Background: an optimization exercise with open tools, aiming at small area and a short achievable clock period. Do not read the settings as production practice. In this exercise RTL edits were held to simulation tests only and were not proved equivalent to the original.

==> exp/tundra: inputs <==
## ROTATING_VECTORING
module ROTATING_VECTORING(clk, xi, yi, xf, yf);
  input clk;
  input [15:0] xi, yi;
  output [15:0] xf, yf;
  reg [7:0] E;
  wire ad1_m = ~(1'b1);
  wire ad1_p0 = xi[0] ^ (yi[0] ^ ad1_m);
  wire ad1_p1 = xi[1] ^ (yi[1] ^ ad1_m);
  wire ad1_p2 = xi[2] ^ (yi[2] ^ ad1_m);
  wire ad1_p3 = xi[3] ^ (yi[3] ^ ad1_m);
  wire ad1_p4 = xi[4] ^ (yi[4] ^ ad1_m);
  wire ad1_p5 = xi[5] ^ (yi[5] ^ ad1_m);
  wire ad1_p6 = xi[6] ^ (yi[6] ^ ad1_m);
  wire ad1_p7 = xi[7] ^ (yi[7] ^ ad1_m);
  wire ad1_p8 = xi[8] ^ (yi[8] ^ ad1_m);
  wire ad1_p9 = xi[9] ^ (yi[9] ^ ad1_m);
  wire ad1_p10 = xi[10] ^ (yi[10] ^ ad1_m);
  wire ad1_p11 = xi[11] ^ (yi[11] ^ ad1_m);
  wire ad1_p12 = xi[12] ^ (yi[12] ^ ad1_m);
  wire ad1_p13 = xi[13] ^ (yi[13] ^ ad1_m);
  wire ad1_p14 = xi[14] ^ (yi[14] ^ ad1_m);
  wire ad1_p15 = xi[15] ^ (yi[15] ^ ad1_m);
  wire ad1_g0_0 = (xi[0] & (yi[0] ^ ad1_m)) | (ad1_p0 & (1'b0 ^ ad1_m));
  wire ad1_g1_0 = xi[1] & (yi[1] ^ ad1_m);
  wire ad1_g2_0 = xi[2] & (yi[2] ^ ad1_m);
  wire ad1_g3_0 = xi[3] & (yi[3] ^ ad1_m);
  wire ad1_g4_0 = xi[4] & (yi[4] ^ ad1_m);
  wire ad1_g5_0 = xi[5] & (yi[5] ^ ad1_m);
  wire ad1_g6_0 = xi[6] & (yi[6] ^ ad1_m);
  wire ad1_g7_0 = xi[7] & (yi[7] ^ ad1_m);
  wire ad1_g8_0 = xi[8] & (yi[8] ^ ad1_m);
  wire ad1_g9_0 = xi[9] & (yi[9] ^ ad1_m);
  wire ad1_g10_0 = xi[10] & (yi[10] ^ ad1_m);
  wire ad1_g11_0 = xi[11] & (yi[11] ^ ad1_m);
  wire ad1_g12_0 = xi[12] & (yi[12] ^ ad1_m);
  wire ad1_g13_0 = xi[13] & (yi[13] ^ ad1_m);
  wire ad1_g14_0 = xi[14] & (yi[14] ^ ad1_m);
  wire ad1_g15_0 = xi[15] & (yi[15] ^ ad1_m);
  wire ad1_g1_1 = ad1_g1_0 | (ad1_p1 & ad1_g0_0);
  wire ad1_pp1_1 = ad1_p1 & ad1_p0;
  wire ad1_g2_1 = ad1_g2_0 | (ad1_p2 & ad1_g1_0);
  wire ad1_pp2_1 = ad1_p2 & ad1_p1;
  wire ad1_g3_1 = ad1_g3_0 | (ad1_p3 & ad1_g2_0);
  wire ad1_pp3_1 = ad1_p3 & ad1_p2;
  wire ad1_g4_1 = ad1_g4_0 | (ad1_p4 & ad1_g3_0);
  wire ad1_pp4_1 = ad1_p4 & ad1_p3;
  wire ad1_g5_1 = ad1_g5_0 | (ad1_p5 & ad1_g4_0);
  wire ad1_pp5_1 = ad1_p5 & ad1_p4;
  wire ad1_g6_1 = ad1_g6_0 | (ad1_p6 & ad1_g5_0);
  wire ad1_pp6_1 = ad1_p6 & ad1_p5;
  wire ad1_g7_1 = ad1_g7_0 | (ad1_p7 & ad1_g6_0);
  wire ad1_pp7_1 = ad1_p7 & ad1_p6;
  ...
==> flow/config.mk <==
export PLATFORM = sky130hd
export DESIGN_NAME = ROTATING_VECTORING
export DESIGN_NICKNAME = ROTATING_VECTORING
export VERILOG_FILES = /design/flow/design.v
export SDC_FILE = /design/flow/constraint.sdc
export NUM_CORES = 4
export LEC_CHECK = 0
export ABC_AREA = 1
export CAP_MARGIN = 20
export CORE_MARGIN = 2
export CORE_UTILIZATION = 40
export CTS_CLUSTER_DIAMETER = 100
export CTS_CLUSTER_SIZE = 24
export GPL_ROUTABILITY_DRIVEN = 0
export PLACE_DENSITY = 0.75
export SETUP_SLACK_MARGIN = 5
export SLEW_MARGIN = 20
==> flow/constraint.sdc <==
create_clock -name core_clock -period 8.0 [get_ports {clk}]
set_input_delay 1.6000 -clock core_clock [delete_from_list [all_inputs] [get_ports {clk}]]
set_output_delay 1.6000 -clock core_clock [all_outputs]
set_load 0.01 [all_outputs]
run.sh (not shown) runs the stock make flow with config.mk's settings and CLKGATE_MAP_FILE= SYNTH_SCRIPT=/design/flow/synth_recipe.tcl, a recipe that flattens the netlist after the stock synthesis.
==> exp/pepper: changes against exp/tundra <==
- GPL_ROUTABILITY_DRIVEN: 0 -> default
- PLACE_DENSITY: 0.75 -> 0.85
==> comparison <==
Die area is the same in exp/pepper and exp/tundra. Clock skew: exp/pepper is lower than exp/tundra (0.015 ns). Against exp/tundra, the routed wire length of exp/pepper is higher by 6.8%. Between exp/tundra and exp/pepper, the lower utilization is in exp/tundra (gap 0.32 points). Against exp/pepper, the final cell count of exp/tundra is smaller by 0.27%. Between exp/pepper and exp/tundra, the lower via count is in exp/tundra (gap about 3%, measured against exp/tundra).
==> figures <==
quantity	exp/pepper	exp/tundra
Outcome	no timing/DRC/antenna violations	no timing/DRC/antenna violations
Multi-input gate area	19600 sq um	19500 sq um
Maximum number of pins on one net before global-route repair	31	36
Met3 routed wirelength	2000 um	2060 um
Nets@finish	4040	4029
Startpoint of the worst-slack reg-to-reg timing path	ve0	vx5[1]
Pre-Repair DR Iteration Count	5	6
Average wire per cell in the routed design	13.5 um	12.7 um
Final non-filler cell area	33700 sq um	33500 sq um
Worst clock skew	0.0188 ns	0.0333 ns
# clk buffers	26	25

what the ideal ports hide:
The flow's constraints put no driver on any port. The routed layouts listed below were extracted and timed again, unchanged, in two steps.
Step 1 assumes that a clkbuf_16 drives the clock port and a buf_2 every other input.
Step 2 adds t to the input delays and takes it off the output delays; t is the mean of the earliest and latest rising clock arrival at the registers after step 1. Input paths then give back, and output paths get back, about the clock's delay inside the block.
Slacks: ideal ports / drivers / drivers and shift; pairs: ideal ports / drivers.
| run | t (ns) | setup WS [ns] | cell pins on the clock port's net |
|---|---|---|---|
| exp/tundra | 0.630 | 4.993 / 5.026 / 4.396 | 1 |
| exp/pepper | 0.633 | 5.046 / 5.046 / 4.448 | 1 |
After both steps setup and hold are still met in every run listed. For exp/pepper, which loses most, drivers alone change the setup slack by 0.000 ns; drivers and shift together by -0.598 ns.
